Source: an optimization exercise on an open RTL-to-GDS flow (aim: small area). Production flows keep margins and buffers that such runs may drop. Where RTL was checked, it was by simulation tests only, not by an equivalence proof against the original. Function not checked in run 1: the RTL went through the layout flow alone. In every run shown here, the design's own scripts or RTL, not TritonCTS, make the clock network. No driver is modelled on the clock port, so clock power and skew are understated where the tree is cut down; a real chip needs a root buffer or a tree. Power is estimated from default activity; no workload was simulated.

==> design.v <==
`default_nettype none
module adcSGM58600Ctrler
#(
  parameter STATUS = 8'b0000_0100,
  parameter MUX    = 8'b0001_0000,
  parameter ADCON  = 8'b0000_0001,
  parameter DRATE  = 8'b1111_0000
)(
  output reg  [23 : 0]  adc_dout_24b,
  output reg            adc_dout_24b_valid,
  output wire         adc_cs_n,
  output wire         adc_sclk,
  output reg          adc_din,
  input  wire         adc_dout,
  input  wire         adc_drdy_n,
  output wire         adc_sync_n,
  output wire         adc_rst_n,
  input  wire         clk,
  input  wire         rstn
);
reg adc_drdy_n_r1;
always @(posedge clk)
  adc_drdy_n_r1 <= adc_drdy_n;
wire adc_drdy_n_nedge = ~adc_drdy_n &  adc_drdy_n_r1;
wire adc_drdy_n_pedge =  adc_drdy_n & ~adc_drdy_n_r1;
assign adc_cs_n   = 1'b0;
assign adc_sync_n = 1'b1;
assign adc_rst_n  = rstn;
localparam [1:0] IDLE = 2'd0, WRITE_REG = 2'd1, SEND_CMD = 2'd2, READ = 2'd3;
reg [1:0] state;
reg [5:0] cnt;
wire s_wreg = (state == WRITE_REG);
wire s_cmd  = (state == SEND_CMD);
wire s_read = (state == READ);
reg [1:0] ph;
assign adc_sclk = ph[1];
wire adc_sclk_pedge    =  ph[1] &  ph[0];
wire adc_sclk_pedge_r1 =  ph[1] & ~ph[0];
wire write_reg_finish   = cnt[5] & cnt[4];                    
wire rdatac_cmd_finish  = |cnt[5:3];                          
wire rdatac_wait_finish = cnt[5] & cnt[4] & cnt[3] & cnt[1];  
reg adc_sclk_en;
always @(*) begin
  case (state)
    WRITE_REG: adc_sclk_en = ~write_reg_finish;
    SEND_CMD:  adc_sclk_en = ~adc_drdy_n & ~rdatac_cmd_finish;
    READ:      adc_sclk_en = ~adc_drdy_n;
    default:   adc_sclk_en = 1'b0;
  endcase
end
always @(posedge clk) begin
  ph[0] <= adc_sclk_en & ~ph[1];
  ph[1] <= ph[0] & (adc_sclk_en | ph[1]);
end
wire wreg_done = s_wreg & adc_drdy_n_nedge & write_reg_finish;
wire cnt_keep  = rstn & ((s_wreg & ~wreg_done) | s_cmd);    
wire cnt_inc   = adc_sclk_pedge | (s_cmd & rdatac_cmd_finish);
always @(posedge clk)
  cnt <= {6{cnt_keep}} & (cnt + cnt_inc);
always @(posedge clk) begin
  if (~rstn)
    state <= IDLE;
  else
    case (state)
      IDLE:      if (adc_drdy_n_nedge)   state <= WRITE_REG;
      WRITE_REG: if (wreg_done)          state <= SEND_CMD;
      SEND_CMD:  if (rdatac_wait_finish) state <= READ;
      default: ;
    endcase
end
localparam [48:0] WREG_FRAME = {1'b0, 4'b0101, 4'h0, 4'h0, 4'h3, STATUS, MUX, ADCON, DRATE};
reg wreg_bit;
integer k;
always @(*) begin
  wreg_bit = 1'b0;
  for (k = 0; k <= 48; k = k + 1)
    if (cnt == k) wreg_bit = WREG_FRAME[48 - k];
end
always @(*) begin
  case (state)
    WRITE_REG: adc_din = wreg_bit;
    SEND_CMD:  adc_din = (cnt >= 6'd7);  
    default:   adc_din = 1'b0;
  endcase
end
wire tmp_shift = s_read &  adc_sclk_pedge_r1;
wire tmp_hold  = s_read & ~adc_sclk_pedge_r1;    
wire word_done = s_read & adc_drdy_n_pedge;
wire out_load  = rstn &  word_done;
wire out_hold  = rstn & ~word_done;               
reg [23:0] adc_dout_24b_temp;
always @(posedge clk)
  adc_dout_24b_temp <= ({24{tmp_shift}} & {adc_dout_24b_temp[22:0], adc_dout})
                     | ({24{tmp_hold}}  & adc_dout_24b_temp);
always @(posedge clk)
  adc_dout_24b <= ({24{out_load}} & adc_dout_24b_temp)
                | ({24{out_hold}} & adc_dout_24b);
always @(posedge clk)
  adc_dout_24b_valid <= word_done;
endmodule
`resetall
==> flow/run.sh <==
#!/bin/bash
# Standard ORFS layout with these changes:
#  - synthesis maps logic with an area-oriented ABC script (synth.tcl, area.abc);
#  - port buffers use the smallest buffer, sky130_fd_sc_hd__buf_1;
#  - CTS is a one-level tree: the clock port drives a few buffers, each
#    driving a group of nearby registers (cts_pre.tcl, clock_buffers.tcl).
set -euo pipefail
here=$(pwd)
export MY_ABC_SCRIPT=$here/flow/area.abc
export MY_CLK_BUF=${MY_CLK_BUF:-sky130_fd_sc_hd__clkbuf_8}
export MY_CLK_GROUPS=${MY_CLK_GROUPS:-4}
bash standard.sh \
  SYNTH_SCRIPT=$here/flow/synth.tcl \
  "BUFFER_PORTS_ARGS=-buffer_cell sky130_fd_sc_hd__buf_1" \
  PRE_CTS_TCL=$here/flow/cts_pre.tcl \
  finish > standard.log 2>&1
==> flow/area.abc <==
strash
&get -n
&st
&dch -f
&nf -R 1000
&put
topo
==> flow/clock_buffers.tcl <==
# Manual clock buffering: split the clock sinks into K groups (k-means on
# their positions) and drive each group from its own buffer placed at the
# group's centroid; the clock port drives the K buffers directly.
proc manual_clock_buffers { clk_net_name buf_cell k } {
  set block [ord::get_db_block]
  set net [$block findNet $clk_net_name]
  set pts {}
  foreach it [$net getITerms] {
    set b [[$it getInst] getBBox]
    lappend pts [list [expr {([$b xMin] + [$b xMax]) / 2.0}] [expr {([$b yMin] + [$b yMax]) / 2.0}] [$it getInst] [[$it getMTerm] getName]]
  }
  set n [llength $pts]
  # initial centres: sinks spread along x order
  set sorted [lsort -real -index 0 $pts]
  set cent {}
  for {set c 0} {$c < $k} {incr c} {
    set p [lindex $sorted [expr {int(($c + 0.5) * $n / $k)}]]
    lappend cent [list [lindex $p 0] [lindex $p 1]]
  }
  for {set iter 0} {$iter < 50} {incr iter} {
    set asg {}
    foreach p $pts {
      set best 0; set bd 1e30
      for {set c 0} {$c < $k} {incr c} {
        set d [expr {abs([lindex $p 0] - [lindex $cent $c 0]) + abs([lindex $p 1] - [lindex $cent $c 1])}]
        if {$d < $bd} { set bd $d; set best $c }
      }
      lappend asg $best
    }
    set newc {}
    for {set c 0} {$c < $k} {incr c} {
      set sx 0; set sy 0; set m 0
      foreach p $pts a $asg { if {$a == $c} { set sx [expr {$sx + [lindex $p 0]}]; set sy [expr {$sy + [lindex $p 1]}]; incr m } }
      if {$m > 0} { lappend newc [list [expr {$sx / $m}] [expr {$sy / $m}]] } else { lappend newc [lindex $cent $c] }
    }
    set cent $newc
  }
  set dbu [$block getDbUnitsPerMicron]
  for {set c 0} {$c < $k} {incr c} {
    set pins {}
    foreach p $pts a $asg {
      if {$a == $c} { lappend pins [get_pins -of_objects [get_cells [[lindex $p 2] getName]] -filter "name == [lindex $p 3]"] }
    }
    if {[llength $pins] == 0} { continue }
    set x [expr {[lindex $cent $c 0] / $dbu}]
    set y [expr {[lindex $cent $c 1] / $dbu}]
    puts "clock group $c: [llength $pins] sinks, buffer at $x $y"
    insert_buffer -buffer_cell $buf_cell -net $clk_net_name -load_pins $pins -location [list $x $y] \
      -buffer_name clkbuf_leaf_$c -net_name clknet_leaf_$c
  }
}
==> flow/cts_pre.tcl <==
# PRE_CTS hook: replace TritonCTS by a one-level clock tree. The clock port
# drives MY_CLK_GROUPS buffers (MY_CLK_BUF), each driving the registers
# nearest to it (see clock_buffers.tcl).
source [file join [file dirname [info script]] clock_buffers.tcl]
proc clock_tree_synthesis { args } {
  manual_clock_buffers clk $::env(MY_CLK_BUF) $::env(MY_CLK_GROUPS)
  set_propagated_clock [all_clocks]
}
==> flow/synth.tcl <==
# The standard flow's synthesis script (synth_recipe.tcl) with one change: ABC maps the
# logic with an area-oriented script (MY_ABC_SCRIPT) in place of ORFS's.
# Registers, their names and the flatten/rename steps are unchanged.
proc synth {args} { yosys synth -nofsm -noshare {*}$args }
proc abc {args} {
  set i [lsearch -exact $args -script]
  if { $i >= 0 && [info exists ::env(MY_ABC_SCRIPT)] } {
    set args [lreplace $args [expr {$i + 1}] [expr {$i + 1}] $::env(MY_ABC_SCRIPT)]
  }
  yosys abc {*}$args
}
source $::env(SCRIPTS_DIR)/synth.tcl
# left out here: clear keep_hierarchy, flatten, clean up, hide names made inside functions, write 1_2_yosys.v
==> standard.sh <==
#!/bin/bash
# synth_recipe.tcl (not shown) runs the flow's synth.tcl, then flattens the netlist and writes it again
# the make line also repeats each setting of config.mk as NAME=value (left out here)
make -C /OpenROAD-flow-scripts/flow DESIGN_CONFIG=/design/flow/config.mk WORK_HOME=/design/flow/orfs CLKGATE_MAP_FILE= SYNTH_SCRIPT=/design/flow/synth_recipe.tcl "${@:-finish}"
==> config.mk <==
export PLATFORM = sky130hd
export DESIGN_NAME = adcSGM58600Ctrler
export DESIGN_NICKNAME = adcSGM58600Ctrler
export VERILOG_FILES = /design/flow/design.v
export SDC_FILE = /design/flow/constraint.sdc
export NUM_CORES = 4
export LEC_CHECK = 0
export ABC_AREA = 1
export CAP_MARGIN = 0
export CORE_MARGIN = 2
export CORE_UTILIZATION = 40
export SLEW_MARGIN = 0
==> constraint.sdc <==
create_clock -name core_clock -period 10.0 [get_ports {clk}]
set_input_delay 2.0000 -clock core_clock [delete_from_list [all_inputs] [get_ports {clk}]]
set_output_delay 2.0000 -clock core_clock [all_outputs]
set_load 0.01 [all_outputs]
==> run notes, run 1 <==
* Status: timing/DRC/antenna clean
* Slew margin rel. at 0.326
* Starting Density at 0.410
* Reg power frac at 0.636
* Setup violators final at 0
* Synth Register Bits at 60
* Critical path type: in2out
* Routability congestion estimate at 0.828
* Syn Area/Cell at 11.3 um2
* Die area at 5790 um2
* Setup TNS at 0 ns
* Layout Nets at 231
* Clock latency on the worst-skew pair at 0.15 ns
* Antenna Nets Post-Route at 0
* Number of flops mapped to enable cells by yosys at 0
* Peak supply drop at 0.0779 mV
* Power share of the combinational group at 0.123
* Sw power at 0.0000915 W
* Max Cap Viol at 0
* Final Core Density at 0.460
* Internal power at 0.000298 W
* DP HPWL at 2.51 mm
* Ys async rst share at 0
* Post-CTS Setup Bufs at 0
* Via Count at 1508
* Net count after synthesis at 195
* Via density at 5.24
* Post-Layout Cell Count at 288
* Ant diodes at 0
* Core area at 5070 um2
* Switching share of power at 0.235
* Gr ovfl total at 0
* Max stage delay on crit path at 0.17 ns
* Placed cells at 284
* Final hold vios at 0
* # rows at 26
* Sequential area share after synthesis at 0.578
* Hold-fix buffer count after cts at 0
* Commonest cells after routing, fill and taps aside: 60 x dfxtp_1, 48 x a22o_1, 31 x buf_1
* DRC at 0
* Initial antenna violation count at 0
* Clock Skew at 0.0114 ns
* Cells along the critical path: buf_1, buf_1
* Netlist cell types at 28
* Clk network pwr share at 0.241
* Largest net degree at the start of global routing at 25
* WL per Instance at 12.9 um
* Ports at 34
* Clock transition at path regs at 0.08 ns
* CP Launch Type: input port
* Pwr/cell area at 167 nW/um2
* RSZ-0062 raised after global routing: false
* CP top delay family: buffers and inverters
* Crit-path most repeated cell: buf_1
* Drt first pass iters at 4
* CP arrival at 2.33 ns
* Main synth FF type: dfxtp_1
* Top post-synthesis cells by area: dfxtp_1 58%, a22o_1 20%, ha_1 4.2%
* Die H at 76.1 um
* Post-synthesis cell area at 2080 um2
* Post-Route WL at 3.73 mm
* Synth Instances at 184
* Crit path buf inv count at 2
* Period minus WS final at 4.33 ns
* Required time of the critical path at 8.00 ns
* Share of the synthesized area in the top cell type at 0.578
* Least-Margin Pin Slew at 1.00 ns
* Most common cell after layout, fill and taps aside: dfxtp_1
* Hold Path Class: reg2reg
* Area leader, netlist: dfxtp_1
* Max-slew violations at 0
* CP max-delay cell: buf_1
* Die width at 76.1 um
* P&R area growth vs syn at 12.3%
* Vias in the first global route at 1392
* Critical Path Fanout Max at 6
* Starting DRT DRC Count at 70
* First-pass GRT wire length at 6.63 mm
* FMAX at 231 MHz
* IO buf count at 31
* Setup crit end kind: primary output
* Period utilization at 0.433
* Total GRT Usage at 0.130
* Dpl ws at 5.67 ns
* Leak pwr at 0.867 nW
* Ys Warns at 1
* Final worst setup slack at 5.67 ns
* Cts repair resizes at 0
* Layout cells sized above 1 at 0.0321
## power by group through the flow
stage	clock, W	combinational [W]	sequential (W)
2_1_floorplan	0	0.0000366	0.000252
3_3_place_gp	0	0.0000477	0.000253
3_5_place_dp	0	0.0000480	0.000253
4_1_cts	0.0000980	0.0000481	0.000248
5_1_grt	0.000108	0.0000542	0.000248
6_report	0.0000939	0.0000479	0.000247
## sequential cells by signal, indices dropped and copies added, names as in the netlist
| name | count |
|---|---|
| ph | 2 |
| adc_dout_24b_temp | 24 |
| state | 2 |
| adc_dout_24b | 24 |
| adc_drdy_n_r1 | 1 |
| adc_dout_24b_valid | 1 |
| cnt | 6 |
## final cells by class, clock buffers not listed
cell class | count | area (um2)
fillers | 500 | 2740
inverters | 7 | 26.3
multi-input cells | 114 | 833
flip-flops and latches | 60 | 1200
well taps | 70 | 87.6
repair buffers | 33 | 131
## cells in the mapped netlist (3+ instances only)
master,n
nor2_1,8
clkinv_1,7
a31oi_1,3
a22o_1,48
a21oi_1,6
o21ai_0,6
buf_4,3
nor2b_1,3
dfxtp_1,60
nand2_1,9
ha_1,7
nor3_1,5
## cells by family (layout without fill, tap and decap cells)
logic type               Yosys count  count (layout)  synth area share
AO/OA/AOI/OAI                     68              68             0.258
other                              2               2           0.00361
XOR/XNOR                           2               2           0.00843
multiplexers                       1               1           0.00481
buffers and inverters             10              44            0.0235
AND/OR/NAND/NOR                   34              34            0.0818
adder cells (fa/ha/maj)            7               7            0.0421
flip-flops                        60              60             0.578
## stage by stage
step | hold slack [ns] | area [um2] | power [W]
2_1_floorplan | 0.411 | 2080 | 0.000289
3_3_place_gp | 0.444 | 2280 | 0.000301
3_5_place_dp | 0.448 | 2280 | 0.000301
4_1_cts | 0.473 | 2330 | 0.000394
5_1_grt | 0.492 | 2330 | 0.000410
6_report | 0.475 | 2330 | 0.000389
## final timing paths
check	slack (ns)	cells after the start	startpoint	end
max	5.67	2	rstn	adc_rst_n
max reg2reg	8.11	9	state[0]$_SDFFE_PN0P_	cnt[4]$_DFF_P_
min	0.48	1	adc_drdy_n_r1$_DFF_P_	adc_dout_24b_valid$_DFF_P_
min reg2reg	0.48	1	adc_drdy_n_r1$_DFF_P_	adc_dout_24b_valid$_DFF_P_
## per-layer routing
layer	part of all wire	up-vias	track usage	routed length, um
li1	-	759	-	-
met1	0.49	710	0.176	1820
met2	0.45	35	0.229	1670
met3	0.047	4	0.0154	177
met4	0.015	0	0.0218	56
met5	0	-	0	0
==> inputs of run 2 (changes only) <==
--- a/design.v
+++ b/design.v
@@ -28,3 +28,3 @@
 assign adc_rst_n  = rstn;
-localparam [1:0] IDLE = 2'd0, WRITE_REG = 2'd1, SEND_CMD = 2'd2, READ = 2'd3;
+localparam [1:0] IDLE = 2'd1, WRITE_REG = 2'd3, SEND_CMD = 2'd2, READ = 2'd0;
 reg [1:0] state;
@@ -38,5 +38,18 @@
 wire adc_sclk_pedge_r1 =  ph[1] & ~ph[0];
-wire write_reg_finish   = cnt[5] & cnt[4];                    
-wire rdatac_cmd_finish  = |cnt[5:3];                          
-wire rdatac_wait_finish = cnt[5] & cnt[4] & cnt[3] & cnt[1];  
+wire wreg_bit = (cnt[5] & cnt[4] & ~cnt[3] & ~cnt[2])
+  | (cnt[5] & ~cnt[3] & cnt[2] & ~cnt[1] & ~cnt[0])
+  | (~cnt[5] & ~cnt[3] & cnt[2] & cnt[1] & cnt[0])
+  | (cnt[4] & cnt[3] & cnt[2] & cnt[1] & ~cnt[0])
+  | (~cnt[5] & ~cnt[4] & cnt[2] & ~cnt[1] & ~cnt[0])
+  | (~cnt[5] & ~cnt[4] & ~cnt[2] & cnt[1] & ~cnt[0])
+  | (~cnt[5] & cnt[4] & cnt[3] & ~cnt[2] & ~cnt[1] & ~cnt[0]);
+wire write_reg_finish = (cnt[5] & cnt[4] & cnt[3]);
+wire rdatac_cmd_finish = (~cnt[4])
+  | (~cnt[5])
+  | (~cnt[3]);
+wire rdatac_din = (~cnt[4])
+  | (~cnt[5])
+  | (~cnt[3])
+  | (cnt[2] & cnt[1] & cnt[0]);
+wire rdatac_wait_finish = (cnt[5] & cnt[4] & ~cnt[3] & cnt[1]);
 reg adc_sclk_en;
@@ -55,6 +68,7 @@
 wire wreg_done = s_wreg & adc_drdy_n_nedge & write_reg_finish;
-wire cnt_keep  = rstn & ((s_wreg & ~wreg_done) | s_cmd);    
 wire cnt_inc   = adc_sclk_pedge | (s_cmd & rdatac_cmd_finish);
+wire cnt_keep = rstn & (s_wreg | s_cmd);    
+wire [5:0] cnt_next = cnt + cnt_inc;
 always @(posedge clk)
-  cnt <= {6{cnt_keep}} & (cnt + cnt_inc);
+  cnt <= ({6{cnt_keep}} & cnt_next) | (~{6{cnt_keep}} & 6'd8);
 always @(posedge clk) begin
@@ -70,10 +84,2 @@
 end
-localparam [48:0] WREG_FRAME = {1'b0, 4'b0101, 4'h0, 4'h0, 4'h3, STATUS, MUX, ADCON, DRATE};
-reg wreg_bit;
-integer k;
-always @(*) begin
-  wreg_bit = 1'b0;
-  for (k = 0; k <= 48; k = k + 1)
-    if (cnt == k) wreg_bit = WREG_FRAME[48 - k];
-end
 always @(*) begin
@@ -81,3 +87,3 @@
     WRITE_REG: adc_din = wreg_bit;
-    SEND_CMD:  adc_din = (cnt >= 6'd7);  
+    SEND_CMD:  adc_din = rdatac_din;    
     default:   adc_din = 1'b0;
==> flow/area.abc (replaced) <==
strash
&get -n
&st
&deepsyn -T 20
&dch -f
&nf -R 1000
&put
topo
==> run 2 against run 1 <==
Against the previous run:
- critical path type unchanged
- area after synthesis down 6.3%
- largest cell class unchanged
- sequential power about the same
- routed wire length up 0.78%
- sequential share of layout area up 2.7 points
- utilization up 0.93 points
- via count down 5.4%
- critical endpoint unchanged
- die area down 5.9%
- worst setup slack worse by 0.074 ns
- clock power up 1%
- synthesized cell count down 11%
==> run notes, run 2 <==
* Status: timing/DRC/antenna clean
* Number of flops mapped to enable cells by yosys at 0 (unchanged)
* Die H at 73.8 um (-3.0%)
* Initial antenna violation count at 0 (unchanged)
* Netlist cell types at 22 (-21%)
* Crit-path most repeated cell: buf_1
* Xor and xnor area share after synthesis at 0 (-0.00842)
* Syn Area/Cell at 11.9 um2 (+5.2%)
* Antenna Nets Post-Route at 0 (unchanged)
* Placed cell areas at 2160 um2 (-5.2%)
* Hold Path Class: reg2reg
* Starting Density at 0.413 (+0.00295)
* Synth cell count leaders: 60 x dfxtp_1, 48 x a22o_1, 7 x nand2_1, 7 x nor2_1, 5 x nor3_1
* Synth Register Bits at 60 (unchanged)
* First-pass GRT wire length at 6.11 mm (-7.9%)
* Setup violators final at 0 (unchanged)
* Period minus WS final at 4.41 ns (+0.0739 ns)
* # rows at 25 (-3.8%)
* Count leader, synth: dfxtp_1
* Max Cap Viol at 0 (unchanged)
* Critical path type: in2out
* Ys async rst share at 0 (unchanged)
* Ant diodes at 0 (unchanged)
* WL per Instance at 14.1 um (+9.1%)
* Layout Nets at 207 (-10%)
* Complex-gate fraction of the synthesized area at 0.268 (+0.0102)
* Required time of the critical path at 8.00 ns (about the same)
* CP arrival at 2.41 ns (+0.08 ns)
* Clk network pwr share at 0.271 (+0.030)
* IO buf count at 31 (unchanged)
* Ports at 34 (unchanged)
* Area leader, netlist: dfxtp_1
* Vias in the first global route at 1284 (-7.8%)
* Largest family of logic cells by synthesized area: compound AO/OA/AOI/OAI gates
* Least-Margin Pin Slew at 1.02 ns (+0.0198 ns)
* Sequential Area at 1200 um2 (unchanged)
* Sequential area share after synthesis at 0.616 (+0.0386)
* Ys Warns at 1 (unchanged)
* Sw power at 0.0000680 W (-26%)
* Via density at 5.36 (+2.5%)
* Setup crit end kind: primary output
* Die area at 5450 um2 (-5.9%)
* Drt first pass iters at 4 (unchanged)
* Hold-fix buffer count after cts at 0 (unchanged)
* FMAX at 227 MHz (-1.7%)
* Period utilization at 0.441 (+0.00739)
* Commonest cells after routing, fill and taps aside: 60 x dfxtp_1, 48 x a22o_1, 31 x buf_1
* Metal2 WL at 1.69 mm (+0.78%)
* Power share of the combinational group at 0.030 (-0.093)
* Synth Instances at 164 (-11%)
* Core area at 4720 um2 (-6.9%)
* Post-Synth Adder-Cell Area at 0.0128 (-0.0293)
* Peak supply drop at 0.0805 mV (+3.2%)
* CP max-delay cell: buf_1
* Clock transition at path regs at 0.07 ns (about the same)
* Total GRT Usage at 0.136 (+0.00585)
* Post-Route WL at 3.76 mm (+0.78%)
* Die width at 73.8 um (-3.0%)
* Setup TNS at 0 ns (unchanged)
* Multiplexer share of the synthesized area at 0 (-0.00481)
* CP top delay family: buffers and inverters
* DRC at 0 (unchanged)
* CP Launch Type: input port
* Internal power at 0.000282 W (-5.1%)
* Crit path buf inv count at 2 (unchanged)
* Share of the synthesized area in the top cell type at 0.616 (+0.0386)
* Gr ovfl total at 0 (unchanged)
* Fin area at 2220 um2 (-5.0%)
* Multi-input gate area at 738 um2 (-11%)
* Slew margin rel. at 0.314 (-0.0124)
* Final hold vios at 0 (unchanged)
* Pwr/cell area at 158 nW/um2 (-5.2%)
* Synth Area in Simple Gates at 0.0873 (+0.00546)
* Post-synthesis cell area at 1950 um2 (-6.3%)
* Post-CTS Setup Bufs at 0 (unchanged)
* Net count after synthesis at 170 (-13%)
* Fillers at 458 (-8.4%)
* Via Count at 1427 (-5.4%)
* Leak pwr at 0.822 nW (-5.2%)
* Layout cells sized above 1 at 0.0503 (+0.0181)
* Most common cell after layout, fill and taps aside: dfxtp_1
* Main synth FF type: dfxtp_1
* DR WL met3 at 184 um (+4.0%)
* Largest regs: adc_dout_24b: 24 flops, adc_dout_24b_temp: 24 flops, cnt: 6 flops
* Max stage delay on crit path at 0.22 ns (+0.05 ns)
* RSZ-0062 raised after global routing: false
* Reg power frac at 0.699 (+0.063)
* Cells along the critical path: buf_1, buf_1
* DP HPWL at 2.43 mm (-3.0%)
* Top post-synthesis cells by area: dfxtp_1 62%, a22o_1 22%, nand2_1 1.3%
* Highest Signal Layer: met4
* Clock latency on the worst-skew pair at 0.17 ns (+0.02 ns)
* Clock Skew at 0.0324 ns (+0.0210 ns)
* Critical Path Fanout Max at 8 (+2)
* P&R area growth vs syn at 13.7%
* Routability congestion estimate at 0.770 (-7.0%)
* Largest net degree at the start of global routing at 25 (unchanged)
* Starting DRT DRC Count at 68 (-2.9%)
* Met1 Wirelength at 1.85 mm (+1.4%)
* Switching share of power at 0.194 (-0.0410)
* Cts repair resizes at 0 (unchanged)
* Max-slew violations at 0 (unchanged)
==> run 2: cell count changes after synthesis, sizes merged, moves of 3 or more <==
cell / delta
o211ai: +3
ha: -5
clkinv: -7
a21oi: -3
==> run 2: power groups by stage <==
stage | clock network, W | logic, W | registers, W
finish | 0.0000951 | 0.0000103 | 0.000245
global route | 0.000108 | 0.0000116 | 0.000246
CTS | 0.0000981 | 0.0000104 | 0.000245
detailed placement | 0 | 0.0000103 | 0.000251
global placement | 0 | 0.00000993 | 0.000250
floorplan | 0 | 0.00000746 | 0.000250
==> run 2: logic make-up (layout without fill, tap and decap cells) <==
kind of cell	count (synthesis)	count (layout)
buffers and inverters	3	38
adder cells (fa/ha/maj)	2	2
AND/OR/NAND/NOR	33	33
other	2	2
AO/OA/AOI/OAI	64	64
flip-flops	60	60
==> run 2: layout make-up, clock buffers not listed <==
class | instances | area share
well taps | 67 | 0.0378
flip-flops and latches | 60 | 0.542
multi-input cells | 101 | 0.333
repair buffers | 34 | 0.0626
==> run 2: worst paths after layout <==
path / startpoint / cells past startpoint / end / slack, ns
worst max-delay path: rstn / 2 / adc_rst_n / 5.59
worst min-delay path: adc_drdy_n_r1$_DFF_P_ / 1 / adc_dout_24b_valid$_DFF_P_ / 0.46
worst max register to register: cnt[3]$_DFF_P_ / 8 / cnt[4]$_DFF_P_ / 8.16
worst min register to register: adc_drdy_n_r1$_DFF_P_ / 1 / adc_dout_24b_valid$_DFF_P_ / 0.46
==> run 2: through the flow <==
step	total power [W]	hold slack, ns	setup WS, ns	std cells	utilization
6_report	0.000350	0.460	5.59	266	0.469
5_1_grt	0.000366	0.488	5.54	266	0.469
4_1_cts	0.000354	0.467	5.58	266	0.469
3_5_place_dp	0.000261	0.452	5.58	262	0.458
3_3_place_gp	0.000260	0.434	5.60	262	0.458
2_1_floorplan	0.000257	0.409	5.88	164	-
==> run 2: per-layer routing <==
metal  vias to the layer above  global-route usage
met5                         -                   0
met4                         0              0.0222
met3                         3             0.00960
met2                        44               0.227
met1                       680               0.196
li1                        700                   -
==> inputs of run 3 (changes only) <==
==> flow/area.abc (replaced) <==
strash
&get -n
&st
&dch -f
&nf -R 1000
&put
topo
==> run 3 against run 2 <==
Against the previous run:
- worst setup slack is essentially flat
- routed wire length did not move
- combinational power decreased by 47%
- sequential share of layout area is 0.45 points lower
- utilization up 0.40 points
- synthesized cell count grew 1.8%
- area after synthesis is 0.96% higher
- sequential power down 2%
- total power decreased by 2.9%
- cell area increased by 0.85%
- die area is 0.91% higher
- critical endpoint unchanged
- largest power group unchanged
==> run notes, run 3 <==
* Setup TNS at 0 ns (unchanged)
* Synth Register Bits at 60 (unchanged)
* Layout cells sized above 1 at 0.0495 (-0.000746)
* Ys Warns at 1 (unchanged)
* Synth Instances at 167 (+1.8%)
* Via Count at 1442 (+1.1%)
* Antenna Nets Post-Route at 0 (unchanged)
* Sequential area share after synthesis at 0.610 (-0.00588)
* Post-CTS Setup Bufs at 0 (unchanged)
* Status: timing/DRC/antenna clean
* DP HPWL at 2.51 mm (+3.1%)
* Setup violators final at 0 (unchanged)
* Setup crit end kind: primary output
* Cells along the critical path: buf_1, buf_1
* Fillers at 440 (-3.9%)
* CP Launch Type: input port
* Clock transition at path regs at 0.08 ns (about the same)
* Max stage delay on crit path at 0.21 ns (about the same)
* Gr ovfl total at 0 (unchanged)
* First-pass GRT wire length at 6.07 mm (-0.56%)
* CP arrival at 2.41 ns (about the same)
* Least-Margin Pin Slew at 1.02 ns (-0.00400 ns)
* DRC at 0 (unchanged)
* Hold Path Class: reg2reg
* Most common cell after layout, fill and taps aside: dfxtp_1
* Post-Route WL at 3.76 mm (unchanged)
* Drt first pass iters at 4 (unchanged)
* Critical Path Fanout Max at 8 (unchanged)
* Area leader, netlist: dfxtp_1
* Max Cap Viol at 0 (unchanged)
* Via density at 5.36 (about the same)
* Multi-input gate area at 749 um2 (+1.5%)
* Main synth FF type: dfxtp_1
* Required time of the critical path at 8.00 ns (about the same)
* Commonest cells after routing, fill and taps aside: 60 x dfxtp_1, 48 x a22o_1, 31 x buf_1
* P&R area growth vs syn at 13.6%
* RSZ-0062 raised after global routing: false
* Crit-path most repeated cell: buf_1
* Cts repair resizes at 0 (unchanged)
* Post-synthesis cell area at 1970 um2 (+0.96%)
* Slew margin rel. at 0.317 (+0.00268)
* Period utilization at 0.441 (about the same)
* Core area at 4720 um2 (unchanged)
* Leak pwr at 0.822 nW (about the same)
* WL per Instance at 14.0 um (-1.1%)
* Starting Density at 0.417 (+0.00397)
* Net count after synthesis at 173 (+1.8%)
* Total GRT Usage at 0.133 (-0.00312)
* Routability congestion estimate at 0.772 (+0.31%)
* Post-Layout Cell Count at 269 (+1.1%)
* Sequential Area at 1200 um2 (unchanged)
* Die H at 74.1 um (+0.45%)
* # rows at 25 (unchanged)
* Synth cell count leaders: 60 x dfxtp_1, 48 x a22o_1, 7 x nand2_1, 7 x nor2_1, 6 x o21ai_0
* Clock Skew at 0.0299 ns (-0.00248 ns)
* Placed cells at 265 (+1.1%)
* Syn Area/Cell at 11.8 um2 (-0.85%)
* Final hold vios at 0 (unchanged)
* Clock latency on the worst-skew pair at 0.17 ns (about the same)
* Die width at 74.1 um (+0.45%)
* Final Core Density at 0.473 (+0.00397)
* Netlist cell types at 24 (+9.1%)
* Critical path type: in2out
* Die area at 5500 um2 (+0.91%)
* Largest regs: adc_dout_24b: 24 flops, adc_dout_24b_temp: 24 flops, cnt: 6 flops
* Share of the synthesized area in the top cell type at 0.610 (-0.00588)
* Top post-synthesis cells by area: dfxtp_1 61%, a22o_1 21%, o21ai_0 1.5%
* Layout Nets at 210 (+1.4%)
* Ant diodes at 0 (unchanged)
* Period minus WS final at 4.41 ns (+0.000460 ns)
* Crit path buf inv count at 2 (unchanged)
* Vias in the first global route at 1244 (-3.1%)
* IO buf count at 31 (unchanged)
* Hold-fix buffer count after cts at 0 (unchanged)
* Ports at 34 (unchanged)
* CP max-delay cell: buf_1
* FMAX at 227 MHz (about the same)
* Initial antenna violation count at 0 (unchanged)
* CP top delay family: buffers and inverters
* Pwr/cell area at 152 nW/um2 (-3.7%)
* Max-slew violations at 0 (unchanged)
* Number of flops mapped to enable cells by yosys at 0 (unchanged)
* Count leader, synth: dfxtp_1
* Peak supply drop at 0.0587 mV (-27%)
* Largest net degree at the start of global routing at 25 (unchanged)
* Starting DRT DRC Count at 74 (+8.8%)
* Ys async rst share at 0 (unchanged)
[run 3: final cells by class, clock buffers not listed]
cell class	instances	share of cell area
inverters	2	0.00336
well taps	67	0.0375
repair buffers	34	0.0621
multi-input cells	102	0.335
flip-flops and latches	60	0.537
[run 3: per-stage QoR]
stage	worst slack [ns]	instance area, um2	hold slack [ns]	power, W
3_3_place_gp	5.60	2180	0.440	0.000252
3_5_place_dp	5.60	2180	0.453	0.000252
6_report	5.59	2240	0.466	0.000340
5_1_grt	5.57	2240	0.499	0.000354
2_1_floorplan	5.88	1970	0.424	0.000250
4_1_cts	5.60	2240	0.471	0.000342
[run 3: where the power goes]
group	internal (W)	switching, W
registers	0.000240	0.00000122
logic	0.00000151	0.00000392
clock network	0.0000369	0.0000569
[run 3: cells by family after synthesis]
logic type / synth area share
AOI/OAI and AO/OA: 0.267
xor gates and xnor gates: 0.00445
adders and majority gates: 0.0127
buffers and inverters: 0.0153
DFF: 0.610
muxes: 0.00509
other: 0.00382
and+or+nand+nor: 0.0814
[run 3: worst paths after layout]
| path | depth (start not counted) | endpoint | startpoint | slack [ns] |
|---|---|---|---|---|
| setup / recovery | 2 | adc_rst_n | rstn | 5.59 |
| hold / removal | 1 | ph[0]$_DFF_P_ | ph[1]$_DFF_P_ | 0.47 |
| setup reg to reg | 8 | cnt[4]$_DFF_P_ | cnt[3]$_DFF_P_ | 8.02 |
| hold reg to reg | 1 | ph[0]$_DFF_P_ | ph[1]$_DFF_P_ | 0.47 |
[run 3: per-layer routing]
metal	wire, um	part of all wire	GRT usage
met2	1720	0.46	0.217
met1	1830	0.49	0.191
met3	134	0.036	0.0122
met4	72	0.019	0.0323
met5	0	0	0
==> inputs of run 4 (changes only) <==
--- a/flow/run.sh
+++ b/flow/run.sh
@@ -9,4 +9,4 @@
 export MY_ABC_SCRIPT=$here/flow/area.abc
-export MY_CLK_BUF=${MY_CLK_BUF:-sky130_fd_sc_hd__clkbuf_8}
-export MY_CLK_GROUPS=${MY_CLK_GROUPS:-4}
+export MY_CLK_BUF=${MY_CLK_BUF:-sky130_fd_sc_hd__clkbuf_16}
+export MY_CLK_GROUPS=${MY_CLK_GROUPS:-2}
 bash standard.sh \
==> run 4 against run 3 <==
Against the previous run:
- still clean
- synthesized cell count unchanged
- area after synthesis is the same
- utilization shrank 0.11 points
- sequential share of layout area rose by 0.12 points
- worst setup slack better by 0.0022 ns
- clock power barely moved
==> run notes, run 4 <==
* Max Cap Viol at 0 (unchanged)
* Status: timing/DRC/antenna clean
* Crit path buf inv count at 2 (unchanged)
* Setup crit end kind: primary output
* Placed cell areas at 2180 um2 (unchanged)
* Commonest cells after routing, fill and taps aside: 60 x dfxtp_1, 48 x a22o_1, 31 x buf_1
* Via density at 5.38 (+0.40%)
* Core area at 4720 um2 (unchanged)
* Ys async rst share at 0 (unchanged)
* Post-synthesis cell area at 1970 um2 (unchanged)
* Hold Path Class: reg2reg
* Clk network pwr share at 0.276 (about the same)
* Fillers at 438 (-0.45%)
* Vias in the first global route at 1231 (-1.0%)
* Starting DRT DRC Count at 57 (-23%)
* Met1 Use GR at 0.190 (-0.000850)
* Worst Hold Endpoint: ph[0]$_DFF_P_
* Most common cell after layout, fill and taps aside: dfxtp_1
* Required time of the critical path at 8.00 ns (about the same)
* Fin area at 2230 um2 (-0.22%)
* Gr ovfl total at 0 (unchanged)
* WL per Instance at 14.0 um (+0.16%)
* Internal power at 0.000278 W (+0.12%)
* CP top delay family: buffers and inverters
* Final hold vios at 0 (unchanged)
* Critical Path Fanout Max at 8 (unchanged)
* Ys Warns at 1 (unchanged)
* Peak supply drop at 0.0908 mV (+55%)
* Drt first pass iters at 4 (unchanged)
* Cts repair resizes at 0 (unchanged)
* Most used routing layer: met2
* Dpl ws at 5.60 ns (unchanged)
* FF-to-FF path depth at 8 (unchanged)
* Synth cell count leaders: 60 x dfxtp_1, 48 x a22o_1, 7 x nand2_1, 7 x nor2_1, 6 x o21ai_0
* FF-to-FF setup slack at 8.02 ns (about the same)
* Routability congestion estimate at 0.772 (unchanged)
* Die H at 74.1 um (unchanged)
* Met3 usage at 0.0122 (unchanged)
* # rows at 25 (unchanged)
* Least-Margin Pin Slew at 1.04 ns (+0.0151 ns)
* Clock transition at path regs at 0.09 ns (about the same)
* Ports at 34 (unchanged)
* Top post-synthesis cells by area: dfxtp_1 61%, a22o_1 21%, o21ai_0 1.5%
* P&R area growth vs syn at 13.4%
* Layout Nets at 208 (-0.95%)
* R2R Path Start: cnt[3]$_DFF_P_
* Slew margin rel. at 0.307 (-0.0101)
* Die area at 5500 um2 (unchanged)
* Synth Instances at 167 (unchanged)
* Share of the synthesized area in the top cell type at 0.610 (unchanged)
* Setup violators final at 0 (unchanged)
* RR Endpoint: cnt[4]$_DFF_P_
* FMAX at 227 MHz (about the same)
* Clock latency on the worst-skew pair at 0.17 ns (about the same)
* IO buf count at 31 (unchanged)
* CP arrival at 2.40 ns (about the same)
* Sequential area share after synthesis at 0.610 (unchanged)
* Hold Startpoint: ph[1]$_DFF_P_
* Pwr/cell area at 153 nW/um2 (+0.25%)
* Met2 GRT Util at 0.219 (+0.00198)
* Synth Register Bits at 60 (unchanged)
* Hold Crit Depth at 1 (unchanged)
* Ant diodes at 0 (unchanged)
* Largest net degree at the start of global routing at 36 (+44%)
* DRC at 0 (unchanged)
* Setup TNS at 0 ns (unchanged)
* Leak pwr at 0.818 nW (-0.50%)
* Total GRT Usage at 0.132 (-0.00113)
* Post-Route WL at 3.73 mm (-0.59%)
* Number of flops mapped to enable cells by yosys at 0 (unchanged)
* DP HPWL at 2.51 mm (unchanged)
* Net count after synthesis at 173 (unchanged)
* Count leader, synth: dfxtp_1
* Period minus WS final at 4.40 ns (-0.00221 ns)
* Antenna Nets Post-Route at 0 (unchanged)
* Switching share of power at 0.182 (-0.000777)
* Clock Skew at 0.0239 ns (-0.00594 ns)
* First-pass GRT wire length at 6.04 mm (-0.58%)
* Final worst setup slack at 5.60 ns (+0.00221 ns)
* CP Launch Type: input port
* Hold-fix buffer count after cts at 0 (unchanged)
* Die width at 74.1 um (unchanged)
* Period utilization at 0.440 (about the same)
* CP max-delay cell: buf_1
* Power share of the combinational group at 0.016 (about the same)
* Syn Area/Cell at 11.8 um2 (unchanged)
* Netlist cell types at 24 (unchanged)
* Reg power frac at 0.708 (about the same)
* Critical path type: in2out
* Area leader, netlist: dfxtp_1
* RSZ-0062 raised after global routing: false
* Starting Density at 0.417 (unchanged)
* Final total power at 0.000340 W (about the same)
* Layout cells sized above 1 at 0.0400 (-0.00950)
* Max-slew violations at 0 (unchanged)
* Initial antenna violation count at 0 (unchanged)
* Max stage delay on crit path at 0.21 ns (about the same)
* Largest regs: adc_dout_24b: 24 flops, adc_dout_24b_temp: 24 flops, cnt: 6 flops
* Sw power at 0.0000618 W (-0.40%)
* Cells along the critical path: buf_1, buf_1
* Post-CTS Setup Bufs at 0 (unchanged)
* Crit-path most repeated cell: buf_1
* Via Count at 1437 (-0.35%)
* Main synth FF type: dfxtp_1
-- run 4: cell count changes in the layout (fill, tap and decap cells not counted) --
cell	delta
clkbuf_8	-4
clkbuf_16	+2
-- run 4: worst max path at each step --
stage          startpoint         to  slack (ns)  cells after the start
2_1_floorplan        rstn  adc_rst_n        5.88                      1
3_3_place_gp         rstn  adc_rst_n        5.60                      2
3_5_place_dp         rstn  adc_rst_n        5.60                      2
4_1_cts              rstn  adc_rst_n        5.60                      2
5_1_grt              rstn  adc_rst_n        5.57                      2
6_report             rstn  adc_rst_n        5.60                      2
-- run 4: final cells by class, clock buffers not listed --
type                    count  area, um2  area share
flip-flops and latches     60       1200       0.538
multi-input cells         102        749       0.336
repair buffers             34        139      0.0623
well taps                  67       83.8      0.0376
inverters                   2       7.51     0.00337
-- run 4: power by group through the flow --
stage	clock (W)	combinational, W	sequential [W]
6_report	0.0000938	0.00000544	0.000241
3_3_place_gp	0	0.00000522	0.000246
5_1_grt	0.000107	0.00000601	0.000241
2_1_floorplan	0	0.00000402	0.000246
3_5_place_dp	0	0.00000542	0.000246
4_1_cts	0.0000976	0.00000545	0.000241
-- run 4: metal layers --
layer / share of wire / vias up
met3: 0.035 / 6
met2: 0.47 / 33
li1: - / 711
met1: 0.48 / 687
met4: 0.015 / 0
met5: 0 / -
-- run 4: kinds of logic after synthesis --
group                      count (synthesis)  share of synthesized area
muxes                                      1                    0.00509
adders and majority gates                  2                     0.0127
other                                      2                    0.00382
DFF                                       60                      0.610
buffers and inverters                      5                     0.0153
xor gates and xnor gates                   1                    0.00445
and+or+nand+nor                           31                     0.0814
AOI/OAI and AO/OA                         65                      0.267
-- run 4: per-stage QoR --
step	util	cells	hold slack (ns)
floorplan	-	167	0.424
global placement	0.462	265	0.440
detailed placement	0.462	265	0.453
CTS	0.472	267	0.475
global route	0.472	267	0.504
finish	0.472	267	0.469
-- run 4: worst register-to-register path, cell delays in order (launching register included) --
cell and delay, ns:
dfxtp_1 0.38, and2_0 0.25, nand2_1 0.18, nand2_1 0.10, o21ai_0 0.19, ha_1 0.24
ha_1 0.23, a31oi_1 0.10, a311oi_1 0.24
==> inputs of run 5 (changes only) <==
--- a/design.v
+++ b/design.v
@@ -28,5 +28,5 @@
 assign adc_rst_n  = rstn;
-localparam [1:0] IDLE = 2'd1, WRITE_REG = 2'd3, SEND_CMD = 2'd2, READ = 2'd0;
+localparam [1:0] IDLE = 2'd0, WRITE_REG = 2'd2, SEND_CMD = 2'd3, READ = 2'd1;
 reg [1:0] state;
-reg [5:0] cnt;
+wire s_idle = (state == IDLE);
 wire s_wreg = (state == WRITE_REG);
@@ -38,18 +38,17 @@
 wire adc_sclk_pedge_r1 =  ph[1] & ~ph[0];
-wire wreg_bit = (cnt[5] & cnt[4] & ~cnt[3] & ~cnt[2])
-  | (cnt[5] & ~cnt[3] & cnt[2] & ~cnt[1] & ~cnt[0])
-  | (~cnt[5] & ~cnt[3] & cnt[2] & cnt[1] & cnt[0])
-  | (cnt[4] & cnt[3] & cnt[2] & cnt[1] & ~cnt[0])
-  | (~cnt[5] & ~cnt[4] & cnt[2] & ~cnt[1] & ~cnt[0])
-  | (~cnt[5] & ~cnt[4] & ~cnt[2] & cnt[1] & ~cnt[0])
-  | (~cnt[5] & cnt[4] & cnt[3] & ~cnt[2] & ~cnt[1] & ~cnt[0]);
-wire write_reg_finish = (cnt[5] & cnt[4] & cnt[3]);
-wire rdatac_cmd_finish = (~cnt[4])
-  | (~cnt[5])
-  | (~cnt[3]);
-wire rdatac_din = (~cnt[4])
-  | (~cnt[5])
-  | (~cnt[3])
-  | (cnt[2] & cnt[1] & cnt[0]);
-wire rdatac_wait_finish = (cnt[5] & cnt[4] & ~cnt[3] & cnt[1]);
+reg  [23:0] adc_dout_24b_temp;
+wire [23:0] cnt = adc_dout_24b_temp;
+wire wreg_bit = (cnt[14] & ~cnt[9] & ~cnt[4])
+  | (~cnt[4] & ~cnt[2] & cnt[1])
+  | (~cnt[16] & cnt[14] & cnt[1])
+  | (~cnt[9] & ~cnt[4] & cnt[3])
+  | (cnt[13] & ~cnt[8] & cnt[7]);
+wire write_reg_finish = (~cnt[10] & cnt[7] & ~cnt[0]);
+wire rdatac_cmd_finish = (cnt[7])
+  | (cnt[12])
+  | (cnt[17]);
+wire rdatac_din = (cnt[6])
+  | (cnt[11])
+  | (cnt[16]);
+wire rdatac_wait_finish = (cnt[13] & ~cnt[8] & cnt[7] & ~cnt[0]);
 reg adc_sclk_en;
@@ -68,7 +67,2 @@
 wire wreg_done = s_wreg & adc_drdy_n_nedge & write_reg_finish;
-wire cnt_inc   = adc_sclk_pedge | (s_cmd & rdatac_cmd_finish);
-wire cnt_keep = rstn & (s_wreg | s_cmd);    
-wire [5:0] cnt_next = cnt + cnt_inc;
-always @(posedge clk)
-  cnt <= ({6{cnt_keep}} & cnt_next) | (~{6{cnt_keep}} & 6'd8);
 always @(posedge clk) begin
@@ -91,4 +85,9 @@
 end
-wire tmp_shift = s_read &  adc_sclk_pedge_r1;
-wire tmp_hold  = s_read & ~adc_sclk_pedge_r1;    
+wire cnt_step  = s_wreg ? adc_sclk_pedge
+               : (adc_sclk_pedge | rdatac_cmd_finish);           
+wire tmp_shift = s_read ?  adc_sclk_pedge_r1
+               : ((s_wreg & ~wreg_done) | (s_cmd & ~rdatac_wait_finish)) & cnt_step;
+wire tmp_hold  = s_read ? ~adc_sclk_pedge_r1
+               : ((s_wreg & ~wreg_done) | (s_cmd & ~rdatac_wait_finish)) & ~cnt_step;
+wire tmp_in    = s_read ? adc_dout : ~(cnt[19] ^ cnt[14]);
 wire word_done = s_read & adc_drdy_n_pedge;
@@ -96,5 +95,4 @@
 wire out_hold  = rstn & ~word_done;               
-reg [23:0] adc_dout_24b_temp;
 always @(posedge clk)
-  adc_dout_24b_temp <= ({24{tmp_shift}} & {adc_dout_24b_temp[22:0], adc_dout})
+  adc_dout_24b_temp <= ({24{tmp_shift}} & {adc_dout_24b_temp[22:0], tmp_in})
                      | ({24{tmp_hold}}  & adc_dout_24b_temp);
--- a/flow/run.sh
+++ b/flow/run.sh
@@ -9,4 +9,4 @@
 export MY_ABC_SCRIPT=$here/flow/area.abc
-export MY_CLK_BUF=${MY_CLK_BUF:-sky130_fd_sc_hd__clkbuf_16}
-export MY_CLK_GROUPS=${MY_CLK_GROUPS:-2}
+export MY_CLK_BUF=${MY_CLK_BUF:-sky130_fd_sc_hd__clkbuf_8}
+export MY_CLK_GROUPS=${MY_CLK_GROUPS:-4}
 bash standard.sh \
==> run 5 against run 4 <==
Against the previous run:
- routed wire length decreased by 7.2%
- hold slack got worse by 0.017 ns
- cell area decreased by 10%
- utilization decreased by 0.70 points
- global-route usage increased by 0.59 points
- worst setup slack improved by 0.081 ns
- largest cell class unchanged
- highest routed layer unchanged
==> run notes, run 5 <==
* Power share of the combinational group at 0.056 (+0.040)
* Peak supply drop at 0.0900 mV (-0.90%)
* Vias in the first global route at 1212 (-1.5%)
* Count leader, synth: dfxtp_1
* Ys Warns at 1 (unchanged)
* Netlist cell types at 23 (-4.2%)
* Final Core Density at 0.465 (-0.00699)
* Min Hold Slack at 0.452 ns (-0.0168 ns)
* Critical Path Fanout Max at 5 (-3)
* Synth cell count leaders: 54 x dfxtp_1, 49 x a22o_1, 6 x o21ai_0
* WL per Instance at 14.7 um (+5.0%)
* Area leader, netlist: dfxtp_1
* Via Count at 1287 (-10%)
* Layout Nets at 190 (-8.7%)
* DRC at 0 (unchanged)
* Layout cells sized above 1 at 0.0435 (+0.00348)
* Sw power at 0.0000674 W (+9.1%)
* Syn Area/Cell at 11.9 um2 (+0.57%)
* IO buf count at 31 (unchanged)
* Synth Register Bits at 54 (-10%)
* Sequential Area at 1080 um2 (-10%)
* # rows at 24 (-4.0%)
* CP Launch Type: input port
* Via density at 5.45 (+1.3%)
* RSZ-0062 raised after global routing: false
* Period utilization at 0.432 (-0.00811)
* Core area at 4290 um2 (-9.1%)
* Starting Density at 0.409 (-0.00818)
* Drt first pass iters at 4 (unchanged)
* FMAX at 231 MHz (+1.9%)
* Clock latency on the worst-skew pair at 0.15 ns (-0.02 ns)
* Max stage delay on crit path at 0.17 ns (-0.04 ns)
* Hold Path Class: reg2reg
* Largest net degree at the start of global routing at 25 (-31%)
* Clock Skew at 0.0204 ns (-0.00357 ns)
* Final total power at 0.000326 W (-4.2%)
* Post-Route WL at 3.47 mm (-7.2%)
* Post-CTS Setup Bufs at 0 (unchanged)
* CP top delay family: buffers and inverters
* Clock transition at path regs at 0.08 ns (about the same)
* Routability congestion estimate at 0.846 (+9.5%)
* Max Cap Viol at 0 (unchanged)
* Critical path type: in2out
* Dpl ws at 5.67 ns (+0.0670 ns)
* Net count after synthesis at 152 (-12%)
* Ys async rst share at 0 (unchanged)
* Sequential area share after synthesis at 0.616 (+0.00596)
* Top post-synthesis cells by area: dfxtp_1 62%, a22o_1 24%, o21ai_0 1.7%
* Die H at 70.2 um (-5.3%)
* Period minus WS final at 4.32 ns (-0.0811 ns)
* Total GRT Usage at 0.138 (+0.00592)
* Required time of the critical path at 8.00 ns (about the same)
* CP max-delay cell: buf_1
* Pwr/cell area at 163 nW/um2 (+6.9%)
* Commonest cells after routing, fill and taps aside: 54 x dfxtp_1, 49 x a22o_1, 31 x buf_1
* Number of flops mapped to enable cells by yosys at 0 (unchanged)
* Post-synthesis cell area at 1750 um2 (-11%)
* Most common cell after layout, fill and taps aside: dfxtp_1
* Status: timing/DRC/antenna clean
* Setup TNS at 0 ns (unchanged)
* Ports at 34 (unchanged)
* Ant diodes at 0 (unchanged)
* Final hold vios at 0 (unchanged)
* FF-to-FF setup slack at 8.06 ns (+0.04 ns)
* Die width at 70.2 um (-5.3%)
* Setup crit end kind: primary output
* Hold-fix buffer count after cts at 0 (unchanged)
* Cells along the critical path: buf_1, buf_1
* Gr ovfl total at 0 (unchanged)
* First-pass GRT wire length at 5.77 mm (-4.5%)
* Setup violators final at 0 (unchanged)
* DP HPWL at 2.30 mm (-8.2%)
* Fillers at 421 (-3.9%)
* Internal power at 0.000258 W (-7.2%)
* CP arrival at 2.32 ns (-0.08 ns)
* P&R area growth vs syn at 13.9%
* Clk network pwr share at 0.271 (-0.005)
* Final worst setup slack at 5.68 ns (+0.0811 ns)
* Synth Instances at 148 (-11%)
* Crit-path most repeated cell: buf_1
* Crit path buf inv count at 2 (unchanged)
* Leak pwr at 0.750 nW (-8.3%)
* Die area at 4930 um2 (-10%)
* Starting DRT DRC Count at 61 (+7.0%)
* Main synth FF type: dfxtp_1
* Largest regs: adc_dout_24b: 24 flops, adc_dout_24b_temp: 24 flops
* Switching share of power at 0.207 (+0.0252)
* Multi-input gate area at 636 um2 (-15%)
* Initial antenna violation count at 0 (unchanged)
* Cts repair resizes at 0 (unchanged)
* Reg power frac at 0.673 (-0.035)
* Max-slew violations at 0 (unchanged)
* Antenna Nets Post-Route at 0 (unchanged)
* Share of the synthesized area in the top cell type at 0.616 (+0.00596)
## run 5: cell types whose count changed in the layout (fill, tap and decap cells not counted), moves of 2 or more
| cell | change |
|---|---|
| clkinv_1 | +2 |
| nor4b_1 | -2 |
| dfxtp_1 | -6 |
| ha_1 | -2 |
| and3_1 | -3 |
| nand3_1 | -2 |
| nor2_1 | -2 |
| clkbuf_8 | +4 |
| clkbuf_16 | -2 |
| nand2_1 | -3 |
## run 5: per-stage QoR
step / std cells / instance area, um2
after global placement: 232 / 1940
after CTS: 236 / 2000
after detailed placement: 232 / 1940
after global routing: 236 / 2000
after floorplan: 148 / 1750
final: 236 / 2000
## run 5: area by class of cell, clock buffers not listed
class | instances | area share
Sequential cell | 54 | 0.541
Multi-Input combinational cell | 87 | 0.318
Timing Repair Buffer | 35 | 0.0733
Tap cell | 52 | 0.0326
Inverter | 4 | 0.00751
## run 5: logic make-up after synthesis
| group | share of synthesized area |
|---|---|
| xor gates and xnor gates | 0.00499 |
| buffers and inverters | 0.0214 |
| AOI/OAI and AO/OA | 0.297 |
| other | 0.00428 |
| DFF | 0.616 |
| and+or+nand+nor | 0.0556 |
## run 5: metal layers
| metal | global-route usage | vias to the layer above | routed length [um] |
|---|---|---|---|
| met3 | 0.0130 | 3 | 140 |
| met4 | 0.0128 | 0 | 44 |
| met1 | 0.203 | 623 | 1730 |
| met5 | 0 | - | 0 |
| met2 | 0.227 | 29 | 1550 |
| li1 | - | 632 | - |
## run 5: final timing paths
path,to,depth (start not counted),from
worst max-delay path,adc_rst_n,2,rstn
worst min-delay path,adc_dout_24b_valid$_DFF_P_,1,adc_drdy_n_r1$_DFF_P_
worst max register to register,adc_dout_24b_temp[8]$_DFF_P_,6,adc_dout_24b_temp[7]$_DFF_P_
worst min register to register,adc_dout_24b_valid$_DFF_P_,1,adc_drdy_n_r1$_DFF_P_
## run 5: power groups by stage
stage | clock network, W | logic (W) | registers [W]
4_1_cts | 0.0000903 | 0.0000181 | 0.000219
3_3_place_gp | 0 | 0.0000176 | 0.000224
2_1_floorplan | 0 | 0.0000120 | 0.000224
3_5_place_dp | 0 | 0.0000180 | 0.000224
5_1_grt | 0.0000984 | 0.0000202 | 0.000220
6_report | 0.0000883 | 0.0000183 | 0.000219
==> inputs of run 6 (changes only) <==
--- a/flow/run.sh
+++ b/flow/run.sh
@@ -9,4 +9,4 @@
 export MY_ABC_SCRIPT=$here/flow/area.abc
-export MY_CLK_BUF=${MY_CLK_BUF:-sky130_fd_sc_hd__clkbuf_8}
-export MY_CLK_GROUPS=${MY_CLK_GROUPS:-4}
+export MY_CLK_BUF=${MY_CLK_BUF:-sky130_fd_sc_hd__clkbuf_16}
+export MY_CLK_GROUPS=${MY_CLK_GROUPS:-2}
 bash standard.sh \
==> flow/area.abc (replaced) <==
strash
&get -n
&st
&deepsyn -T 20
&dch -f
&nf -R 1000
&put
topo
==> run 6 against run 5 <==
Against the previous run:
- combinational power shrank 38%
- clock power increased by 1%
- via count shrank 2.6%
- area after synthesis hardly changed
- critical path depth is the same
- sequential share of layout area up 0.10 points
- routed wire length down 3.5%
- register-to-register slack got worse by 0.34 ns
- worst setup slack better by 0.0088 ns
- total power fell by 2.2%
- sequential cell count unchanged
- highest routed layer unchanged
==> run notes, run 6 <==
* Synth Area in Simple Gates at 0.0649 (+0.00923)
* Clock latency on the worst-skew pair at 0.16 ns (about the same)
* Hold Path Class: reg2reg
* Layout Nets at 187 (-1.6%)
* Net count after synthesis at 151 (-0.66%)
* Synth Register Bits at 54 (unchanged)
* Xor and xnor area share after synthesis at 0.00499 (about the same)
* Via density at 5.38 (-1.3%)
* Area leader, netlist: dfxtp_1
* WL per Instance at 14.3 um (-2.3%)
* Starting DRT DRC Count at 64 (+4.9%)
* P&R area growth vs syn at 13.6%
* Ant diodes at 0 (unchanged)
* Fillers at 410 (-2.6%)
* Leak pwr at 0.738 nW (-1.5%)
* Final hold vios at 0 (unchanged)
* Critical Path Fanout Max at 5 (unchanged)
* DRC at 0 (unchanged)
* IO buf count at 31 (unchanged)
* DR WL met3 at 116 um (-17%)
* CP top delay family: buffers and inverters
* Critical Path Stages at 2 (unchanged)
* FF-to-FF path depth at 10 (+4)
* Layout cells sized above 1 at 0.0331 (-0.0103)
* Drt first pass iters at 4 (unchanged)
* Core area at 4290 um2 (unchanged)
* Gr ovfl total at 0 (unchanged)
* Metal2 WL at 1.54 mm (-0.90%)
* Ports at 34 (unchanged)
* Post-Route WL at 3.34 mm (-3.5%)
* Critical path type: in2out
* R2R Path Start: adc_dout_24b_temp[7]$_DFF_P_
* Die H at 70.2 um (about the same)
* Peak supply drop at 0.0814 mV (-9.5%)
* Die width at 70.2 um (about the same)
* Sequential area share after synthesis at 0.616 (about the same)
* Netlist cell types at 22 (-4.3%)
* CP Launch Type: input port
* Highest Signal Layer: met4
* Hold-fix buffer count after cts at 0 (unchanged)
* Antenna Nets Post-Route at 0 (unchanged)
* Ys Warns at 1 (unchanged)
* Final worst setup slack at 5.69 ns (+0.00877 ns)
* Multiplexer share of the synthesized area at 0 (unchanged)
* # rows at 24 (unchanged)
* Main synth FF type: dfxtp_1
* Ys async rst share at 0 (unchanged)
* Most common cell after layout, fill and taps aside: dfxtp_1
* Final total power at 0.000319 W (-2.2%)
* Number of flops mapped to enable cells by yosys at 0 (unchanged)
* Crit path buf inv count at 2 (unchanged)
* Top post-synthesis cells by area: dfxtp_1 62%, a22o_1 24%, a21oi_1 1.7%
* Setup violators final at 0 (unchanged)
* Hold Crit Depth at 1 (unchanged)
* Largest regs: adc_dout_24b: 24 flops, adc_dout_24b_temp: 24 flops
* Via Count at 1254 (-2.6%)
* RR Endpoint: adc_dout_24b_temp[13]$_DFF_P_
* Largest family of logic cells by synthesized area: compound AO/OA/AOI/OAI gates
* FF-to-FF setup slack at 7.72 ns (-0.34 ns)
* Die area at 4930 um2 (about the same)
* Dpl ws at 5.69 ns (+0.0151 ns)
* Crit path to: adc_rst_n
* Post-CTS Setup Bufs at 0 (unchanged)
* Worst Setup SP: rstn
* First-pass GRT wire length at 5.55 mm (-3.7%)
* Starting Density at 0.409 (about the same)
* Met1 Wirelength at 1.65 mm (-4.3%)
* Required time of the critical path at 8.00 ns (about the same)
* Max Cap Viol at 0 (unchanged)
* Crit-path most repeated cell: buf_1
* Setup crit end kind: primary output
* Pwr/cell area at 160 nW/um2 (-2.0%)
* Period minus WS final at 4.31 ns (-0.00877 ns)
* Cells along the critical path: buf_1, buf_1
* Complex-gate fraction of the synthesized area at 0.291 (-0.00663)
* FMAX at 232 MHz (+0.20%)
* Share of the synthesized area in the top cell type at 0.616 (about the same)
* Initial antenna violation count at 0 (unchanged)
* Vias in the first global route at 1130 (-6.8%)
* Syn Area/Cell at 11.9 um2 (+0.75%)
* Cts repair resizes at 0 (unchanged)
* Synth cell count leaders: 54 x dfxtp_1, 48 x a22o_1, 7 x nor2_1
* Synth Instances at 147 (-0.68%)
* Max-slew violations at 0 (unchanged)
* Period utilization at 0.431 (-0.000877)
* Largest net degree at the start of global routing at 29 (+16%)
* CP arrival at 2.31 ns (about the same)
* Commonest cells after routing, fill and taps aside: 54 x dfxtp_1, 48 x a22o_1, 31 x buf_1
* Post-synthesis cell area at 1760 um2 (about the same)
* Clock transition at path regs at 0.09 ns (about the same)
* Count leader, synth: dfxtp_1
* Post-Synth Adder-Cell Area at 0 (unchanged)
* Setup TNS at 0 ns (unchanged)
* CP max-delay cell: buf_1
* RSZ-0062 raised after global routing: false
* DP HPWL at 2.27 mm (-1.4%)
* Routability congestion estimate at 0.723 (-15%)
* Status: timing/DRC/antenna clean
* Total GRT Usage at 0.132 (-0.00624)
* Max stage delay on crit path at 0.17 ns (about the same)
* Clock Skew at 0.00799 ns (-0.0124 ns)
[run 6: changes by cell type after synthesis, moves of 2 or more]
cell and delta:
a21oi_1 +2, a31oi_1 -2, nor2_1 +2, o21ai_0 -3
or3b_1 +2
[run 6: worst min-delay path by stage]
stage	from	end	slack, ns
floorplan	adc_drdy_n_r1$_DFF_P_	adc_dout_24b_valid$_DFF_P_	0.41
detailed placement	adc_drdy_n_r1$_DFF_P_	adc_dout_24b_valid$_DFF_P_	0.44
global route	adc_drdy_n_r1$_DFF_P_	adc_dout_24b_valid$_DFF_P_	0.48
global placement	adc_drdy_n_r1$_DFF_P_	adc_dout_24b_valid$_DFF_P_	0.42
CTS	adc_drdy_n_r1$_DFF_P_	adc_dout_24b_valid$_DFF_P_	0.46
finish	adc_drdy_n_r1$_DFF_P_	adc_dout_24b_valid$_DFF_P_	0.46
[run 6: layout make-up, clock buffers not listed]
type                            count  area, um2  area share
Multi-Input combinational cell     87        641       0.321
Inverter                            3       11.3     0.00565
Tap cell                           52       65.1      0.0326
Sequential cell                    54       1080       0.542
Timing Repair Buffer               35        146      0.0734
[run 6: routing by layer]
| layer | global-route usage | vias up |
|---|---|---|
| li1 | - | 633 |
| met1 | 0.198 | 595 |
| met2 | 0.216 | 23 |
| met3 | 0.00866 | 3 |
| met4 | 0.0107 | 0 |
| met5 | 0 | - |
[run 6: cells by family (layout without fill, tap and decap cells)]
group,after synthesis,after routing
DFF,54,54
buffers and inverters,6,40
and+or+nand+nor,21,21
other,2,2
AOI/OAI and AO/OA,63,63
xor gates and xnor gates,1,1
[run 6: power by group]
part           total [W]  leakage, nW  internal (W)  switching [W]
clock          0.0000895       0.0246     0.0000369      0.0000526
combinational  0.0000113        0.278    0.00000323     0.00000812
sequential      0.000218        0.436      0.000216     0.00000165
[run 6: through the flow]
| step | util | hold slack (ns) | cell area (um2) | std cells |
|---|---|---|---|---|
| floorplan | - | 0.409 | 1760 | 147 |
| global placement | 0.453 | 0.421 | 1940 | 231 |
| detailed placement | 0.453 | 0.442 | 1940 | 231 |
| CTS | 0.464 | 0.456 | 1990 | 233 |
| global route | 0.464 | 0.476 | 1990 | 233 |
| finish | 0.464 | 0.456 | 1990 | 233 |
==> inputs of run 7 (changes only) <==
--- a/config.mk
+++ b/config.mk
@@ -10,3 +10,4 @@
 export CORE_MARGIN = 2
-export CORE_UTILIZATION = 40
+export CORE_UTILIZATION = 65
+export PLACE_DENSITY = 0.75
 export SLEW_MARGIN = 0
==> run 7 against run 6 <==
Against the previous run:
- total power down 0.39%
- die area is 37% lower
- still clean
- critical path type unchanged
- synthesized cell count unchanged
==> run notes, run 7 <==
* Status: timing/DRC/antenna clean
* Worst Setup SP: rstn
* WL per Instance at 16.1 um (+12%)
* FMAX at 232 MHz (+0.26%)
* Starting DRT DRC Count at 52 (-19%)
* Critical path type: in2out
* Number of flops mapped to enable cells by yosys at 0 (unchanged)
* Synth cell count leaders: 54 x dfxtp_1, 48 x a22o_1, 7 x nor2_1
* Met1 Use GR at 0.317 (+0.119)
* Main synth FF type: dfxtp_1
* Largest net degree at the start of global routing at 28 (-3.4%)
* Placed cells at 208 (-10%)
* Hold Path Class: reg2reg
* Ports at 34 (unchanged)
* Synth Instances at 147 (unchanged)
* Clk network pwr share at 0.277 (-0.004)
* Antenna Nets Post-Route at 0 (unchanged)
* Net count after synthesis at 151 (unchanged)
* Period utilization at 0.430 (-0.00112)
* Critical Path Fanout Max at 5 (unchanged)
* Ys async rst share at 0 (unchanged)
* Die area at 3130 um2 (-37%)
* Vias in the first global route at 1174 (+3.9%)
* Switching share of power at 0.193 (-0.00291)
* Final hold vios at 0 (unchanged)
* Setup violators final at 0 (unchanged)
* Top post-synthesis cells by area: dfxtp_1 62%, a22o_1 24%, a21oi_1 1.7%
* Post-synthesis cell area at 1760 um2 (unchanged)
* Required time of the critical path at 8.00 ns (about the same)
* CP top delay family: buffers and inverters
* IO buf count at 31 (unchanged)
* Final Core Density at 0.777 (+0.312)
* DP HPWL at 2.27 mm (about the same)
* Met2 GRT Util at 0.353 (+0.137)
* Post-Layout Cell Count at 210 (-9.9%)
* Peak supply drop at 0.167 mV (+110%)
* CP Launch Type: input port
* Hold Startpoint: adc_drdy_n_r1$_DFF_P_
* Commonest cells after routing, fill and taps aside: 54 x dfxtp_1, 48 x a22o_1, 31 x buf_1
* Post-CTS Setup Bufs at 0 (unchanged)
* Area leader, netlist: dfxtp_1
* Slew margin rel. at 0.147
* Clock transition at path regs at 0.10 ns (about the same)
* Max-slew violations at 0 (unchanged)
* Cells along the critical path: buf_1, buf_1
* Sequential area share after synthesis at 0.616 (unchanged)
* Met3 usage at 0.00930 (+0.000644)
* Core area at 2520 um2 (-41%)
* Initial antenna violation count at 0 (unchanged)
* Clock latency on the worst-skew pair at 0.16 ns (about the same)
* Starting Density at 0.696 (+0.287)
* Most used routing layer: met2
* Final total power at 0.000318 W (-0.39%)
* Syn Area/Cell at 11.9 um2 (unchanged)
* First-pass GRT wire length at 5.55 mm (-0.13%)
* Clock Skew at 0.00382 ns (-0.00417 ns)
* Layout cells sized above 1 at 0.0278 (-0.00537)
* Setup TNS at 0 ns (unchanged)
* Routability congestion estimate at 0.739 (+2.2%)
* Setup crit end kind: primary output
* Drt first pass iters at 7 (+3)
* Share of the synthesized area in the top cell type at 0.616 (unchanged)
* Pwr/cell area at 162 nW/um2 (+1.4%)
* # rows at 18 (-25%)
* Reg power frac at 0.686 (+0.002)
* Layout Nets at 186 (-0.53%)
* Ant diodes at 0 (unchanged)
* Cts repair resizes at 0 (unchanged)
* Total GRT Usage at 0.210 (+0.0786)
* Max stage delay on crit path at 0.17 ns (about the same)
* Die H at 56.0 um (-20%)
* Leak pwr at 0.733 nW (-0.74%)
* Most common cell after layout, fill and taps aside: dfxtp_1
* Max Cap Viol at 0 (unchanged)
* Crit path buf inv count at 2 (unchanged)
* Netlist cell types at 22 (unchanged)
* Die width at 56.0 um (-20%)
* Synth Register Bits at 54 (unchanged)
* Sw power at 0.0000612 W (-1.9%)
* CP arrival at 2.30 ns (about the same)
* Fillers at 184 (-55%)
* Least-Margin Pin Slew at 1.28 ns
* Post-Route WL at 3.38 mm (+1.2%)
* Hold-fix buffer count after cts at 0 (unchanged)
* Ys Warns at 1 (unchanged)
* RSZ-0062 raised after global routing: false
* Via Count at 1321 (+5.3%)
* Internal power at 0.000256 W (about the same)
* Via density at 6.29 (+17%)
* Crit-path most repeated cell: buf_1
* Min Hold Slack at 0.440 ns (-0.0158 ns)
* Power share of the combinational group at 0.036 (about the same)
* P&R area growth vs syn at 11.6%
* Count leader, synth: dfxtp_1
* Gr ovfl total at 0 (unchanged)
* R2R Path Start: adc_dout_24b_temp[7]$_DFF_P_
* Largest regs: adc_dout_24b: 24 flops, adc_dout_24b_temp: 24 flops
* DRC at 0 (unchanged)
* Period minus WS final at 4.30 ns (-0.0112 ns)
* CP max-delay cell: buf_1
==> run 7: layer usage <==
layer  routed length [um]  part of all wire
met5                    0                 0
met3                  159             0.047
met4                   21            0.0062
met2                 1700              0.50
met1                 1500              0.44
==> run 7: metrics by stage <==
stage               area (um2)  setup slack (ns)
CTS                       1960              5.69
finish                    1960              5.70
global route              1960              5.67
detailed placement        1910              5.70
global placement          1910              5.71
floorplan                 1760              5.39
==> run 7: power groups by stage <==
stage               combinational (W)  clock [W]  sequential, W
detailed placement          0.0000113          0       0.000223
global placement            0.0000110          0       0.000223
CTS                         0.0000113  0.0000880       0.000218
global route                0.0000127  0.0000958       0.000218
floorplan                  0.00000790          0       0.000223
finish                      0.0000115  0.0000881       0.000218
==> run 7: layout make-up, clock buffers not listed <==
| cell class | instances | area, um2 | share of cell area |
|---|---|---|---|
| inverters | 3 | 11.3 | 0.00575 |
| multi-input cells | 87 | 641 | 0.327 |
| flip-flops and latches | 54 | 1080 | 0.552 |
| well taps | 30 | 37.5 | 0.0192 |
| repair buffers | 34 | 139 | 0.0709 |
==> run 7: final timing paths <==
path | endpoint | slack, ns | cells after the start
max | adc_rst_n | 5.70 | 2
min | adc_dout_24b_valid$_DFF_P_ | 0.44 | 1
max reg2reg | adc_dout_24b_temp[7]$_DFF_P_ | 7.67 | 10
min reg2reg | adc_dout_24b_valid$_DFF_P_ | 0.44 | 1
==> run 7: cell families after synthesis <==
kind of cell | count (synthesis) | share of synthesized area
and+or+nand+nor | 21 | 0.0649
other | 2 | 0.00428
xor gates and xnor gates | 1 | 0.00499
buffers and inverters | 6 | 0.0192
AOI/OAI and AO/OA | 63 | 0.291
DFF | 54 | 0.616

Setup slack of run 7, layout unchanged: 5.697 ns with ideal ports, 5.672 ns with driving cells assumed (clock clkbuf_16, inputs buf_2), 5.672 ns with port delays also shifted by the 0.201 ns mid clock arrival.
